From an optimization exercise on the open Yosys and OpenROAD flow, aimed at small area; shortcuts taken in it are not production practice.
In this exercise RTL edits were held to simulation tests only and were not proved equivalent to the original.
The clock input has no modelled driver; a real chip could not lean on it and would need a root buffer or a full tree.
Power and IR drop assume default switching activity.

## build 33
// counter_peripheral
module counter_peripheral (
    input  logic        clk,
    input  logic        rst_n,
    input  logic        awvalid,
    output logic        awready,
    input  logic [31:0] awaddr,
    input  logic        wvalid,
    output logic        wready,
    input  logic [31:0] wdata,
    input  logic [3:0]  wstrb,
    output logic        bvalid,
    input  logic        bready,
    output logic [1:0]  bresp,
    input  logic        arvalid,
    output logic        arready,
    input  logic [31:0] araddr,
    output logic        rvalid,
    input  logic        rready,
    output logic [31:0] rdata,
    output logic [1:0]  rresp
);
export LEC_CHECK = 0
export CAP_MARGIN = 20
export CORE_MARGIN = 2
export CORE_UTILIZATION = 75
export SLEW_MARGIN = 20
create_clock -name core_clock -period 4.0 [get_ports {clk}]
standard.sh (not shown) runs the stock make flow with config.mk's settings and CLKGATE_MAP_FILE= SYNTH_SCRIPT=/design/flow/synth_recipe.tcl, a recipe that flattens the netlist after the stock synthesis.
==> flow/flow/run.sh <==
#!/bin/bash
# The standard layout with changes that only affect area:
#  - after the standard synthesis, its combinational cells are re-mapped by ABC
#    with an area-oriented script (registers are left exactly as synthesized);
#  - ports are buffered with the smallest buffer, buf_1;
#  - the clock tree is a small balanced two-level tree (flow/manual_cts.tcl):
#    clock port -> one root buffer -> a few leaf buffers -> the flip-flops.
set -euo pipefail
HERE=$(pwd)
RES=$HERE/orfs/results/$FLOW_PLATFORM/counter_peripheral/base
export BUFFER_PORTS_ARGS="-buffer_cell sky130_fd_sc_hd__buf_1"
export PRE_CTS_TCL=$HERE/flow/pre_cts.tcl
export MCTS_DIR=$HERE/flow
export MCTS_CLOCK_PORT=clk
export MCTS_LEAF=sky130_fd_sc_hd__buf_12
export MCTS_ROOT=sky130_fd_sc_hd__buf_8
export MCTS_MAX_SINKS=24

bash standard.sh synth > standard_synth.log 2>&1

# Re-map the logic of the standard netlist.
cp $RES/1_2_yosys.v $HERE/standard_netlist.v
printf 'set_driving_cell sky130_fd_sc_hd__buf_1\nset_load 5\n' > $HERE/abc.constr
YOSYS=$FLOW_HOME/../tools/install/yosys/bin/yosys
[[ -x $YOSYS ]] || YOSYS=yosys
LIB=$FLOW_HOME/platforms/$FLOW_PLATFORM/lib/sky130_fd_sc_hd__tt_025C_1v80.lib \
NETLIST_IN=$HERE/standard_netlist.v NETLIST_OUT=$HERE/remapped_netlist.v \
ABC_SCRIPT=$HERE/flow/area.abc ABC_CONSTR=$HERE/abc.constr \
  $YOSYS -c $HERE/flow/remap.ys > remap_yosys.log 2>&1
cp $HERE/remapped_netlist.v $RES/1_2_yosys.v
rm -f $RES/1_synth.odb $RES/1_synth.sdc

bash standard.sh > standard_flow.log 2>&1
==> flow/flow/area.abc <==
strash
ifraig
scorr
dc2
strash
&get -n
&dc2
&dch -f
&nf -R 1000
&put
stime -c
==> flow/flow/pre_cts.tcl <==
# Sourced by ORFS's CTS step before clock_tree_synthesis: replace TritonCTS
# by the small balanced tree of manual_cts.tcl. The rest of the CTS step
# (legalisation, timing repair) runs as usual.
source [file join $::env(MCTS_DIR) manual_cts.tcl]
rename clock_tree_synthesis __tritoncts_unused
proc clock_tree_synthesis { args } {
  manual_cts_build $::env(MCTS_LEAF) $::env(MCTS_ROOT) $::env(MCTS_MAX_SINKS)
  set_propagated_clock [all_clocks]
}
Other scripts of this flow, unchanged in this note and not shown: flow/flow/manual_cts.tcl, flow/flow/remap.ys
Setup changes, build 33 to build 67
-- flow/flow/area.abc --
<<< build 33, line 7
&dc2
>>> build 67, line 7
-- flow/config.mk --
<<< build 33, line 10
export CORE_UTILIZATION = 75
>>> build 67, line 10
export CORE_UTILIZATION = 60
export GPL_TIMING_DRIVEN = 0
==> comparison <==
| core utilization | build 67 vs build 33 | 17 points lower |. dfxtp_1 as the worst-path cell with the longest stage delay was reported by build 33, and dfrtp_2 by build 67. NOTE: clock network fraction of design power in build 67 exceeds that of build 33. Per the comparison of build 67 with build 33, total placed instance area increased 2.8%; wire length on met2 dropped about 9%; cell count went up. Sequential share of cell area on build 67 is down relative to build 33. The worst reg2reg path depth of build 67 exceeds that of build 33 by 1. Build 67 against build 33; synthesized cell count is down slightly. Build 33 -> build 67: total placed cells including tap cells increased by a few percent. Build 67 vs build 33: fraction of power consumed by combinational cells down in build 67.
Inputs modified between build 67 and build 40:
-- flow/flow/area.abc --
<<< build 67, line 7
>>> build 40, line 7
&dc2
-- flow/config.mk --
<<< build 67, line 10
export CORE_UTILIZATION = 60
export GPL_TIMING_DRIVEN = 0
>>> build 40, line 10
export CORE_UTILIZATION = 80
[summary]
Run status, build 40: aborted in 5_1_grt, error GRT-0232
In build 40 relative to build 67, detailed placer's ending HPWL had gone up by more than a quarter.
Changes observed in build 40 relative to build 67: area of the mapped netlist went down about 1%, die boundary height went down 13%, die width went down 13%.
Edits applied to the flow inputs when going from build 40 to build 6:
-- flow/flow/run.sh --
<<< build 40, line 17
export MCTS_MAX_SINKS=24
>>> build 6, line 17
export MCTS_MAX_SINKS=29
-- flow/flow/area.abc --
<<< build 40, line 7
&dc2
>>> build 6, line 7
-- flow/config.mk --
<<< build 40, line 10
export CORE_UTILIZATION = 80
>>> build 6, line 10
export CORE_UTILIZATION = 60
Notes after the runs:
Summary across build 40 and build 6: the single failing run is build 40.
Build 40 terminated abnormally: 5_1_grt reported GRT-0232.
[build 6 vs build 40] post-placement cell count: higher in build 6
Post-CTS resize count delta for build 6 relative to build 40: 13 lower
Diff build 40 -> build 6: worst setup timing slack at the placement stage higher; count of buffers added by post-CTS timing repair for setup lower; gate count of the mapped netlist lower; final HPWL from detailed placement lower; die boundary height higher.
On build 6: overall die width is 13 um higher than what build 40 gave.
In the flow results for build 40 and build 6, the routability-driven placement congestion ratio is larger on build 6.
Here is what was changed in the inputs of build 71 compared with build 6.
-- flow/flow/run.sh --
<<< build 6, line 17
export MCTS_MAX_SINKS=29
>>> build 71, line 17
export MCTS_MAX_SINKS=24
Results
Between build 6 and build 71, the highest achievable clock rate is lower for build 6.
Summary of build 71 over build 6: cell area after synthesis roughly the same; iteration count of the initial detailed-routing pass lower.
In build 33, build 67, build 6 and build 71 the design's own scripts or RTL, not TritonCTS, make the clock network.

Setup of exp/zinc:
counter_peripheral, a different RTL version from the one above (not shown whole).
For scale: about 450 cells after synthesis.
clock: 4.0 ns
lec_check: 0
cap_margin: 20
core_margin: 2
core_utilization: 40
slew_margin: 20
run.sh (not shown) runs the stock make flow with config.mk's settings and CLKGATE_MAP_FILE= SYNTH_SCRIPT=/design/flow/synth_recipe.tcl, a recipe that flattens the netlist after the stock synthesis.
Stock flow here: none of the scripts above is used.
Having completed the whole flow, exp/zinc delivered a layout that passed the timing, design-rule and antenna checks.
#### Input delta (exp/fjord over exp/zinc)
==> flow/flow/run.sh (new file) <==
#!/bin/bash
# Standard layout with the smallest port buffers (buf_1) and a clock tree without dummy loads.
set -euo pipefail
export BUFFER_PORTS_ARGS="-buffer_cell sky130_fd_sc_hd__buf_1"
export CTS_ARGS='-sink_clustering_enable -repair_clock_nets -dont_use_dummy_load -buf_list "sky130_fd_sc_hd__clkbuf_4 sky130_fd_sc_hd__clkbuf_8"'
bash standard.sh > standard_flow.log 2>&1
==> flow/standard.sh (new file) <==
#!/bin/bash
# synth_recipe.tcl (not shown) runs the flow's synth.tcl, then flattens the netlist and writes it again
# the make line also repeats each setting of config.mk as NAME=value (left out here)
make -C /OpenROAD-flow-scripts/flow DESIGN_CONFIG=/design/flow/config.mk WORK_HOME=/design/flow/orfs CLKGATE_MAP_FILE= SYNTH_SCRIPT=/design/flow/synth_recipe.tcl "${@:-finish}"
removed: flow/run.sh
==> comparison <==
- exp/zinc has higher area growth from synthesis to final layout than exp/fjord.
- exp/fjord has more setup slack than exp/zinc.
- exp/fjord vs exp/zinc: combinational cell power down
- As far as tap cell count goes, exp/fjord and exp/zinc are indistinguishable; the numbers are identical.
## Diff of input files: exp/garnet against exp/fjord
- CTS_BUF_LIST: unset -> sky130_fd_sc_hd__clkbuf_2 sky130_fd_sc_hd__clkbuf_4
==> flow/flow/run.sh <==
#!/bin/bash
# Standard layout, but ports are buffered with the smallest buffer (buf_1).
set -euo pipefail
export BUFFER_PORTS_ARGS="-buffer_cell sky130_fd_sc_hd__buf_1"
bash standard.sh > standard_flow.log 2>&1
## What came out
Maximum ir drop on the vdd rail for exp/garnet is lower than for exp/fjord.
Compared with exp/fjord, exp/garnet shows iteration count of the initial detailed-routing pass lower by 1.
exp/garnet against exp/fjord: sequential share of layout area lost 0.82 points; total power draw picked up an extra 7.8%.
exp/garnet ended with more sum of routed wire length over all layers than exp/fjord.
Comparing exp/garnet and exp/fjord, the lower actual transition at the worst max-transition pin is on exp/garnet.
Re switching power: exp/garnet is 7.2% up on exp/fjord.
Number of clock buffers in the layout, exp/garnet and exp/fjord: lower on exp/fjord
| via count | exp/garnet vs exp/fjord | worse |
Sort exp/garnet and exp/fjord by wire length per cell after detailed routing, ascending, and exp/garnet comes first.
The area of all placed cells without fillers of exp/garnet was inferior to that of exp/fjord.

Another version of the RTL of counter_peripheral (not shown whole).
Size: ~430 cells after synthesis, roughly 150 I/O pins, about 5300 sq um of cells after synthesis.
==> flow/config.mk <==
export PLATFORM = sky130hd
export DESIGN_NAME = counter_peripheral
export DESIGN_NICKNAME = counter_peripheral
export VERILOG_FILES = /design/flow/design.v
export SDC_FILE = /design/flow/constraint.sdc
export NUM_CORES = 4
export LEC_CHECK = 0
export CAP_MARGIN = 20
export CORE_MARGIN = 2
export CORE_UTILIZATION = 60
export SLEW_MARGIN = 20
==> flow/constraint.sdc <==
create_clock -name core_clock -period 4.0 [get_ports {clk}]
set_input_delay 0.8000 -clock core_clock [delete_from_list [all_inputs] [get_ports {clk}]]
set_output_delay 0.8000 -clock core_clock [all_outputs]
set_load 0.01 [all_outputs]
standard.sh (not shown) runs the stock make flow with config.mk's settings and CLKGATE_MAP_FILE= SYNTH_SCRIPT=/design/flow/synth_recipe.tcl, a recipe that flattens the netlist after the stock synthesis.
==> flow/flow/run.sh <==
#!/bin/bash
# The standard layout with three changes that only affect area:
#  - after the standard synthesis, its combinational cells are re-mapped by ABC
#    with an area-oriented script (registers are left exactly as synthesized);
#  - ports are buffered with the smallest buffer, buf_1;
#  - the clock tree uses small clock buffers and no dummy loads.
set -euo pipefail
HERE=$(pwd)
RES=$HERE/orfs/results/$FLOW_PLATFORM/counter_peripheral/base
export BUFFER_PORTS_ARGS="-buffer_cell sky130_fd_sc_hd__buf_1"
export CTS_ARGS='-sink_clustering_enable -repair_clock_nets -dont_use_dummy_load -buf_list "sky130_fd_sc_hd__clkbuf_4"'

bash standard.sh synth > standard_synth.log 2>&1

# Re-map the logic of the standard netlist.
cp $RES/1_2_yosys.v $HERE/standard_netlist.v
printf 'set_driving_cell sky130_fd_sc_hd__buf_1\nset_load 5\n' > $HERE/abc.constr
YOSYS=$FLOW_HOME/../tools/install/yosys/bin/yosys
[[ -x $YOSYS ]] || YOSYS=yosys
LIB=$FLOW_HOME/platforms/$FLOW_PLATFORM/lib/sky130_fd_sc_hd__tt_025C_1v80.lib \
NETLIST_IN=$HERE/standard_netlist.v NETLIST_OUT=$HERE/remapped_netlist.v \
ABC_SCRIPT=$HERE/flow/area.abc ABC_CONSTR=$HERE/abc.constr \
  $YOSYS -c $HERE/flow/remap.ys > remap_yosys.log 2>&1
cp $HERE/remapped_netlist.v $RES/1_2_yosys.v
rm -f $RES/1_synth.odb $RES/1_synth.sdc

bash standard.sh > standard_flow.log 2>&1
Other scripts of this flow, unchanged in this note and not shown: flow/flow/area.abc, flow/flow/remap.ys
The first run completed with no timing, DRC or antenna violations.
Edit:
--- a/flow/flow/run.sh
+++ b/flow/flow/run.sh
@@ -9,5 +9,5 @@
 RES=$HERE/orfs/results/$FLOW_PLATFORM/counter_peripheral/base
 export BUFFER_PORTS_ARGS="-buffer_cell sky130_fd_sc_hd__buf_1"
-export CTS_ARGS='-sink_clustering_enable -repair_clock_nets -dont_use_dummy_load -buf_list "sky130_fd_sc_hd__clkbuf_4"'
+export CTS_ARGS='-sink_clustering_enable -repair_clock_nets -dont_use_dummy_load -buf_list "sky130_fd_sc_hd__clkbuf_4 sky130_fd_sc_hd__clkbuf_8"'
 
 bash standard.sh synth > standard_synth.log 2>&1
CORE_UTILIZATION = 40   (was 60)
Via count is lower by 1.5%.
Total power increases by 9.2%.
Setup slack improved by 0.0037 ns.
Wire length came out higher by 5.7%.
Cell area increases by 3.0%.
Sequential share of layout area falls by 1.7 points.
Utilization drops by 22 points.
Global-route usage decreases by 7.1 points.
Clock power rises by 36%.

build 59:
counter_peripheral with an RTL version that a note above also has.
Size in the first run: ~440 cells after synthesis.
==> flow/design.v (excerpt) <==
module counter_peripheral (
    input  logic        clk,
    input  logic        rst_n,
    input  logic        awvalid,
    output logic        awready,
    input  logic [31:0] awaddr,
    input  logic        wvalid,
    output logic        wready,
    input  logic [31:0] wdata,
    input  logic [3:0]  wstrb,
    output logic        bvalid,
    input  logic        bready,
    output logic [1:0]  bresp,
    input  logic        arvalid,
    output logic        arready,
    input  logic [31:0] araddr,
    output logic        rvalid,
    input  logic        rready,
    output logic [31:0] rdata,
    output logic [1:0]  rresp
);
    logic [31:1] ctrl_hi;      
    logic        ctrl0;        
    logic        ctrl_v;       
    logic [31:0] init_val;
    logic        init_v;       
    logic [31:0] count;
    logic        count_v;      
    logic        ctrl_prev;    
    logic        wait_st;
    logic        wa_ctrl, wa_init;    
    logic        rerr;
    wire aw_hi0 = (awaddr[31:4] == 28'd0) && (awaddr[1:0] == 2'd0);
    wire aw_c   = aw_hi0 && (awaddr[3:2] == 2'b00);
    wire aw_i   = aw_hi0 && (awaddr[3:2] == 2'b10);
    wire ar_hi0 = (araddr[31:4] == 28'd0) && (araddr[1:0] == 2'd0);
    wire ar_c   = ar_hi0 && (araddr[3:2] == 2'b00);
    wire ar_n   = ar_hi0 && (araddr[3:2] == 2'b01);
    wire ar_i   = ar_hi0 && (araddr[3:2] == 2'b10);
    wire idle    = !bvalid && !wait_st;
    wire aw_hs   = idle && awvalid && awready;
    wire w_hs    = idle && wvalid && wready;
    wire wr_aw   = wait_st && !awready && awvalid;    
    wire wr_w    = wait_st && !wready && wvalid;      
  ...
Settings: LEC_CHECK=0, CAP_MARGIN=20, CORE_MARGIN=2, CORE_UTILIZATION=75, SLEW_MARGIN=20; clock period 4.0 ns.
==> flow/flow/run.sh <==
#!/bin/bash
# The standard layout with changes that only affect area:
#  - after the standard synthesis, its combinational cells are re-mapped by ABC
#    with an area-oriented script (registers are left exactly as synthesized);
#  - ports are buffered with the smallest buffer, buf_1;
#  - the clock tree is a small balanced two-level tree (flow/manual_cts.tcl):
#    clock port -> one root buffer -> a few leaf buffers -> the flip-flops.
set -euo pipefail
HERE=$(pwd)
RES=$HERE/orfs/results/$FLOW_PLATFORM/counter_peripheral/base
export BUFFER_PORTS_ARGS="-buffer_cell sky130_fd_sc_hd__buf_1"
export PRE_CTS_TCL=$HERE/flow/pre_cts.tcl
export MCTS_DIR=$HERE/flow
export MCTS_CLOCK_PORT=clk
export MCTS_LEAF=sky130_fd_sc_hd__buf_12
export MCTS_ROOT=sky130_fd_sc_hd__buf_8
export MCTS_MAX_SINKS=29

bash standard.sh synth > standard_synth.log 2>&1

# Re-map the logic of the standard netlist.
cp $RES/1_2_yosys.v $HERE/standard_netlist.v
printf 'set_driving_cell sky130_fd_sc_hd__buf_1\nset_load 5\n' > $HERE/abc.constr
YOSYS=$FLOW_HOME/../tools/install/yosys/bin/yosys
[[ -x $YOSYS ]] || YOSYS=yosys
LIB=$FLOW_HOME/platforms/$FLOW_PLATFORM/lib/sky130_fd_sc_hd__tt_025C_1v80.lib \
NETLIST_IN=$HERE/standard_netlist.v NETLIST_OUT=$HERE/remapped_netlist.v \
ABC_SCRIPT=$HERE/flow/area.abc ABC_CONSTR=$HERE/abc.constr \
  $YOSYS -c $HERE/flow/remap.ys > remap_yosys.log 2>&1
cp $HERE/remapped_netlist.v $RES/1_2_yosys.v
rm -f $RES/1_synth.odb $RES/1_synth.sdc

bash standard.sh > standard_flow.log 2>&1
==> flow/flow/area.abc <==
strash
ifraig
scorr
dc2
strash
&get -n
&dch -f
&nf -R 1000
&put
stime -c
Scripts as last shown in full above: flow/flow/pre_cts.tcl
Other scripts of this flow, unchanged in this note and not shown: flow/flow/manual_cts.tcl, flow/flow/remap.ys
Build 59 finished every step from synthesis to the final layout, and the layout passed the timing, design-rule and antenna checks.
[inputs] build 56 vs build 59
diff --git a/flow/flow/run.sh b/flow/flow/run.sh
--- a/flow/flow/run.sh
+++ b/flow/flow/run.sh
@@ -16,3 +16,3 @@
 export MCTS_ROOT=sky130_fd_sc_hd__buf_8
-export MCTS_MAX_SINKS=29
+export MCTS_MAX_SINKS=24
 
diff --git a/flow/config.mk b/flow/config.mk
--- a/flow/config.mk
+++ b/flow/config.mk
@@ -7,5 +7,5 @@
 export LEC_CHECK = 0
-export CAP_MARGIN = 20
+export CAP_MARGIN = 0
 export CORE_MARGIN = 2
-export CORE_UTILIZATION = 75
-export SLEW_MARGIN = 20
+export CORE_UTILIZATION = 60
+export SLEW_MARGIN = 0
[summary]
Every run in the comparison, build 56 and build 59, completed the flow with a clean layout. Between build 59 and build 56, total global routing track utilization decreased. Taking build 59 as the reference, in build 56 maximum achievable frequency higher, total power higher, sum of routed wire length over all layers lower. Build 56 has more setup slack than build 59. Portion of total power attributed to combinational logic (lower): build 59. Taking build 59 as the reference, in build 56 die span in y climbed about 11%, cell area went up.
What build 18 does differently from build 56 at the input level:
diff --git a/flow/config.mk b/flow/config.mk
--- a/flow/config.mk
+++ b/flow/config.mk
@@ -7,5 +7,5 @@
 export LEC_CHECK = 0
-export CAP_MARGIN = 0
+export CAP_MARGIN = 20
 export CORE_MARGIN = 2
-export CORE_UTILIZATION = 60
-export SLEW_MARGIN = 0
+export CORE_UTILIZATION = 85
+export SLEW_MARGIN = 20
==> comparison <==
Build 18 terminated abnormally: global placement (3_3_place_gp) reported GPL-0301. Changes observed in build 18 relative to build 56: count of buffers from port buffering held steady, mean instance size in the synthesized netlist has remained practically unchanged. Status: boundary pin count parity (build 18, build 56). Effective utilization at floorplan (build 18 over build 56): increase, 27 points. Build 18 vs. build 56: floorplan die height now sits lower; synthesized area now sits at about the same level; number of standard cells after synthesis now sits at about the same level. Compared with build 56, in build 18 row count fell by 6, die outline width fell by 15%.
Input changes introduced in build 55 (baseline for comparison: build 18):
diff --git a/flow/flow/run.sh b/flow/flow/run.sh
--- a/flow/flow/run.sh
+++ b/flow/flow/run.sh
@@ -16,3 +16,3 @@
 export MCTS_ROOT=sky130_fd_sc_hd__buf_8
-export MCTS_MAX_SINKS=24
+export MCTS_MAX_SINKS=29
 
==> flow/flow/area.abc <==
strash
ifraig
scorr
dc2
strash
&get -n
&dc2
&dch -f
&nf -R 1000
&put
stime -c
diff --git a/flow/config.mk b/flow/config.mk
--- a/flow/config.mk
+++ b/flow/config.mk
@@ -9,3 +9,3 @@
 export CORE_MARGIN = 2
-export CORE_UTILIZATION = 85
+export CORE_UTILIZATION = 75
 export SLEW_MARGIN = 20
Notes after the runs:
Looking at the reports, build 55 completed the entire flow and the layout it produced met the timing, design-rule and antenna checks.
Number of placed I/O pins: build 18 vs build 55 identical
Build 55 -> build 18: number of port buffers delta 0, exact match
Compared with build 18, site row count in build 55 increased by a little under 10%.
Build 55 ends up with lower post-synthesis instance area than build 18 does.
Compare build 18 and build 55 | width of the die lower: build 18
Summary: with build 18 as the reference, synthesized area divided by synthesized cell count in build 55 moved down slightly.
Compared with build 18, build 55 shows synthesized cell count that has gone up slightly.
In build 55 relative to build 18, vertical die dimension had gone up by a few percent.
Initial cell density of the core for build 55: 11 points down relative to build 18
In build 59, build 56 and build 55 the design's own scripts or RTL, not TritonCTS, make the clock network.

-- what the ideal ports hide --
No port has a modelled driver above. Below, the same layouts with a new extraction and two added sets of constraints.
Step 1: set_driving_cell puts a clkbuf_16 on clk and a buf_2 on each other input, an assumption about the parent block.
Step 2 also shifts input and output timing later by t, the mid clock arrival at the registers, as if the neighbouring blocks saw the same clock.
a / b / c = no drivers / after step 1 / after step 2; a / b = the first two.
run	t (ns)	setup slack, ns	worst setup path at the end	slew at the worst register clock pin (ns)	worst slew at a driven data input, ns
build 33	0.359	0.244 / 0.244 / 0.244	register to register	0.09 / 0.09	0.05
build 67	0.366	0.342 / 0.342 / 0.342	register to register	0.10 / 0.10	0.05
build 6	0.364	0.352 / 0.352 / 0.352	register to register	0.11 / 0.11	0.05
build 71	0.367	0.386 / 0.386 / 0.386	register to register	0.10 / 0.10	0.05
exp/zinc	0.462	1.375 / 1.382 / 0.920	input to register	0.06 / 0.06	0.05
exp/fjord	0.469	1.535 / 1.545 / 1.076	input to register	0.08 / 0.08	0.07
exp/garnet	0.562	1.588 / 1.588 / 1.099	input to register	0.12 / 0.12	0.06
the first run of note 3	0.519	0.438 / 0.438 / 0.438	register to register	0.12 / 0.12	0.05
the second run of note 3	0.460	0.441 / 0.441 / 0.441	register to register	0.08 / 0.08	0.05
build 59	0.359	0.375 / 0.375 / 0.375	register to register	0.11 / 0.11	0.05
build 56	0.367	0.386 / 0.386 / 0.386	register to register	0.10 / 0.10	0.05
build 55	0.351	0.244 / 0.244 / 0.244	register to register	0.11 / 0.11	0.05
After both steps every run listed still meets setup and hold. For exp/garnet, which loses most, drivers alone change the setup slack by 0.000 ns; drivers and shift together by -0.489 ns.
